Source: an optimization exercise on an open RTL-to-GDS flow (aim: a short achievable clock period and few clock cycles per item). Production flows keep margins and buffers that such runs may drop. Function was checked by simulation only, so behaviour that the tests miss may differ from the original. No activity file was given, so power comes from the tool's default toggle rates.

==> flow/design.v <==
module risc_processor (
    input clk,
    input reset,
    output [7:0] imem_addr,       
    input  [7:0] imem_data,       
    output reg [7:0] result,
    output reg result_valid       
    );
    parameter ADD = 4'b0000;  
    parameter SUB = 4'b0001;  
    parameter AND = 4'b0010;  
    parameter OR  = 4'b0011;  
    parameter LD  = 4'b0100;  
    parameter ST  = 4'b0101;  
    reg [7:0] reg_file [0:3];  
    reg [7:0] memory [0:15];   
    reg [7:0] pc;              
    reg [7:0] ir;              
    reg [7:0] alu_out;         
    reg [1:0] state;
    parameter FETCH = 2'b00, DECODE = 2'b01, EXECUTE = 2'b10, WRITE_BACK = 2'b11;
    assign imem_addr = pc;
    wire [3:0] opcode = ir[7:4];
    wire [1:0] rs = ir[3:2];
    wire [1:0] rt = ir[1:0];
    wire [1:0] rd = (opcode == LD) ? rt : rs;
    integer i;
    always @(posedge clk or posedge reset) begin
        if (reset) begin
            pc <= 0;
            state <= FETCH;
            result <= 0;
            result_valid <= 0;
            alu_out <= 0;
            ir <= 0;
            reg_file[0] <= 8'h05;  
            reg_file[1] <= 8'h00;  
            reg_file[2] <= 8'h03;  
            reg_file[3] <= 8'h00;  
            for (i = 0; i < 16; i = i + 1)
                memory[i] <= (i == 5) ? 8'h0A : 8'h00;    
        end else begin
            result_valid <= 0;
            case (state)
                FETCH: begin
                    ir <= imem_data;
                    pc <= pc + 1;
                    state <= DECODE;
                end
                DECODE: begin
                    state <= EXECUTE;
                end
                EXECUTE: begin
                    case (opcode)
                        ADD: alu_out <= reg_file[rs] + reg_file[rt];
                        SUB: alu_out <= reg_file[rs] - reg_file[rt];
                        AND: alu_out <= reg_file[rs] & reg_file[rt];
                        OR:  alu_out <= reg_file[rs] | reg_file[rt];
                        LD:  alu_out <= memory[reg_file[rs][3:0]];
                        ST:  memory[reg_file[rt][3:0]] <= reg_file[rs];
                        default: alu_out <= 0;
                    endcase
                    state <= WRITE_BACK;
                end
                WRITE_BACK: begin
                    if (opcode != ST)
                        reg_file[rd] <= alu_out;
                    result <= alu_out;
                    result_valid <= 1;
                    state <= FETCH;
                end
            endcase
        end
    end
endmodule
==> flow/run.sh <==
#!/bin/bash
# synth_recipe.tcl (not shown) runs the flow's synth.tcl, then flattens the netlist and writes it again
# the make line also repeats each setting of config.mk as NAME=value (left out here)
make -C /OpenROAD-flow-scripts/flow DESIGN_CONFIG=/design/flow/config.mk WORK_HOME=/design/flow/orfs CLKGATE_MAP_FILE= SYNTH_SCRIPT=/design/flow/synth_recipe.tcl finish
==> flow/config.mk <==
export PLATFORM = sky130hd
export DESIGN_NAME = risc_processor
export DESIGN_NICKNAME = risc_processor
export VERILOG_FILES = /design/flow/design.v
export SDC_FILE = /design/flow/constraint.sdc
export NUM_CORES = 4
export LEC_CHECK = 0
export CAP_MARGIN = 20
export CORE_MARGIN = 2
export CORE_UTILIZATION = 40
export SLEW_MARGIN = 20
==> flow/constraint.sdc <==
create_clock -name core_clock -period 4.0 [get_ports {clk}]
set_input_delay 0.8000 -clock core_clock [delete_from_list [all_inputs] [get_ports {clk}]]
set_output_delay 0.8000 -clock core_clock [all_outputs]
set_load 0.01 [all_outputs]
==> impl_metrics.py <==
metrics = {
    "status": {
        "status": "timing/DRC/antenna clean",
    },
    "synth": {
        "synth-seq-cells": 195,
        "ys_warn_count": 3,
        "synth_cell_type_count": 68,
        "ys_seq_area_share_pct": 49.24,
        "syn_inst": 801,
        "ys.flop_type": "dfrtp_1",
        "avgSynthCellArea_um2": 12.39,
        "syn-cell-area_um2": 9926,
        "synth_edf_count": 0,
        "synthesis.nets": 829,
        "synthArstFlopShare_pct": 100.0,
    },
    "power_and_ir_drop": {
        "seq_power_share_pct": 42.6,
        "p_sw_w": 0.001595,
        "p_clk_share_pct": 34.3,
        "internal_power_w": 0.003561,
        "p_sw_share_pct": 30.94,
        "powerDensity_nw_per_um2": 456.0,
        "vdd_drop_max_mv": 0.2683,
        "power_leakage_nw": 5.108,
        "combPwrFrac_pct": 23.1,
    },
    "floorplan": {
        "coreArea_um2": 24320,
        "start_util_pct": 40.81,
        "die_h_um": 161.5,
        "rows": 57,
        "dieWidth_um": 161.5,
        "die_area_um2": 26090,
        "pin_count": 27,
    },
    "timing": {
        "final_max_slew_viol_count": 0,
        "grt_setup_unrepaired": "false",
        "period_share_pct": 87.07,
        "slew_headroom_pct": 26.29,
        "tightest_slew_ns": 1.103,
        "min_period_ns": 3.483,
        "fin_setup_tns_ns": 0,
        "fmax_mhz": 287.1,
        "finalHoldViolations": 0,
        "timing.hold.ws_ns": 0.4738,
        "fin_skew_ns": 0.01079,
        "finalSetupViolCount": 0,
    },
    "clock_network": {
        "cts.repair.resized": 0,
        "cts_buffers": 17,
        "cts_tree": "done",
        "clk_latency_ns": 0.44,
        "clkSinkCount": 195,
        "clock-root-buffer": "clkbuf_16",
        "cts_hold_buf": 0,
        "clk_pin_slew_ns": 0.07,
        "postCtsSetupRepairBufs": 0,
        "cts_buffer_depth": 2,
        "htreeDepth": 4,
    },
    "drt": {
        "wirelength_mm": 25.87,
        "wire_per_inst_um": 22.11,
        "drtPass1Iterations": 5,
        "via_per_inst": 5.688,
        "drt_iter0_drc": 578,
        "drc": 0,
        "antenna_left": 0,
        "num_vias": 6655,
    },
    "placed_design": {
        "place_congestion": 0.8415,
        "dp_hpwl_mm": 17.43,
        "port_buffers": 26,
    },
    "layout": {
        "fillers": 2181,
        "drive_gt1_share_pct": 33.22,
        "syn_to_final_growth_pct": 13.92,
        "fin_nets": 861,
        "num_antenna_cells": 0,
        "layout_commonest_cell": "dfrtp_1",
        "layout_common_cells": "189 x dfrtp_1, 177 x mux2_2, 44 x nand2_1",
    },
    "setup_path": {
        "path_class": "reg -> reg",
        "endpoint_kind": "register",
        "r2r_slack_ns": 0.52,
        "start_kind": "register",
        "crit_arrival_ns": 3.78,
        "cp.required_ns": 4.30,
        "worstPathMaxFanout": 6,
    },
    "global_route": {
        "grt_pass1_wl_mm": 40.49,
        "antenna_found_initial": 0,
        "grt_pass1_vias": 6621,
        "grt_usage_pct": 20.47,
        "overflow": 0,
        "grt_max_degree": 48,
    },
    "run": {
        "drv_cap": 0,
    },
    "min_path": {
        "hold_class": "reg -> reg",
    },
}
## logic make-up after synthesis
| group | after synthesis | synth area share, % |
|---|---|---|
| buffers and inverters | 62 | 2.811 |
| adder cells (fa/ha/maj) | 23 | 2.849 |
| AO/OA/AOI/OAI | 139 | 9.669 |
| flip-flops | 195 | 49.24 |
| AND/OR/NAND/NOR | 151 | 7.841 |
| multiplexers | 212 | 25.92 |
| XOR/XNOR | 19 | 1.677 |
## worst paths after layout
kind,cells past startpoint,endpoint,start
worst max-delay path,11,alu_out[7]$_DFFE_PP0P_,ir[0]$_DFFE_PP0N_
min in group asynchronous,2,result[5]$_DFFE_PP0P_,reset
max in group asynchronous,3,reg_file[0][2]$_DFFE_PP1P_,reset
worst max register to register,11,alu_out[7]$_DFFE_PP0P_,ir[0]$_DFFE_PP0N_
worst min-delay path,1,pc[7]$_DFFE_PP0N_,pc[7]$_DFFE_PP0N_
worst min register to register,1,pc[7]$_DFFE_PP0N_,pc[7]$_DFFE_PP0N_
## final cells by class
| class | instances | area (um2) | area share, % |
|---|---|---|---|
| clock buffer | 18 | 439.2 | 3.884 |
| clock inverter | 14 | 168.9 | 1.494 |
| inverter | 16 | 63.81 | 0.5643 |
| multi-input combinational | 544 | 4760 | 42.09 |
| sequential | 195 | 4887 | 43.22 |
| tap | 324 | 405.4 | 3.585 |
| timing repair buffer | 59 | 583.1 | 5.157 |
## per-stage QoR
step | instances | power (W) | area [um2] | setup slack [ns] | util, %
5_1_grt | 1170 | 0.005378 | 11310 | 0.3591 | 46.49
6_report | 1170 | 0.005157 | 11310 | 0.5171 | 46.49
2_1_floorplan | 801 | 0.003055 | 9930 | 0.4760 | -
3_5_place_dp | 1138 | 0.003419 | 10700 | 0.5260 | 43.99
3_3_place_gp | 1138 | 0.003408 | 10700 | 0.5574 | 43.99
4_1_cts | 1170 | 0.005187 | 11310 | 0.5171 | 46.49
## state kept, by name, indices dropped and copies added (netlist names)
register / flops
state: 2
alu_out: 8
result_valid: 1
reg_file: 32
ir: 8
result: 8
memory: 128
pc: 8
## power by group through the flow
stage | logic [W] | registers, W | clock network, W
after floorplan | 0.000861 | 0.00219 | 0
after global routing | 0.00128 | 0.00221 | 0.00189
after CTS | 0.00119 | 0.00219 | 0.00181
after detailed placement | 0.00119 | 0.00223 | 0
final | 0.00119 | 0.00220 | 0.00177
after global placement | 0.00118 | 0.00223 | 0
## cell usage after synthesis (all sizes together), types with 13 or more instances
master	n	area (um2)
dfrtp	189	4730
mux2	178	2004
nand2	44	165.2
o21ai	43	215.2
clkbuf	31	116.4
nor2	29	118.9
mux2i	19	215.2
ha	17	212.7
a31oi	16	100.1
inv	16	60.06
buf	15	102.6
mux4	15	352.8
nand3	14	70.07
a21oi	13	65.06
nor3	13	75.07
## routing by layer
layer,track usage (%),vias up,wire [um]
met3,3.441,26,1194
met1,30.28,3437,12270
met2,31.39,155,11980
met4,5.073,0,426
met5,0,-,0
li1,-,3037,-
## critical path, cell delays in order (launching register included)
cell and delay, ns:
dfrtp_1 0.44, mux4_2 0.60, or2_1 0.35, or3_4 0.43, nand2_1 0.09, xor2_1 0.08
ha_1 0.22, or4_1 0.51, a31oi_1 0.21, xnor2_1 0.15, xnor2_1 0.16, o211ai_2 0.10
Testbench counts, summed over its fixed seeds: cycles 115,200, instructions 28,800.

## port drivers added, routing unchanged
The flow's constraints put no driver on any port. The routed layout listed below was extracted and timed again, unchanged, in two steps.
Step 1: set_driving_cell puts a clkbuf_16 on clk and a buf_2 on each other input, an assumption about the parent block.
Step 2 times the ports against the registers' clock, not the clock port: input delays grow and output delays shrink by t, the midpoint of the rising clock arrivals with the driver on.
Slacks: ideal / step 1 / step 2; pairs: ideal / step 1.
t (ns): 0.476
setup slack, ns: 0.517 / 0.517 / 0.517
hold WS [ns]: 0.474 / 0.474 / 0.474
worst setup path after step 2: register to register
latest minus earliest clock arrival (ns): 0.011 / 0.011
After both steps setup and hold are still met in this run. The setup slack of this run moves by 0.000 ns with the drivers and by 0.000 ns with both steps.
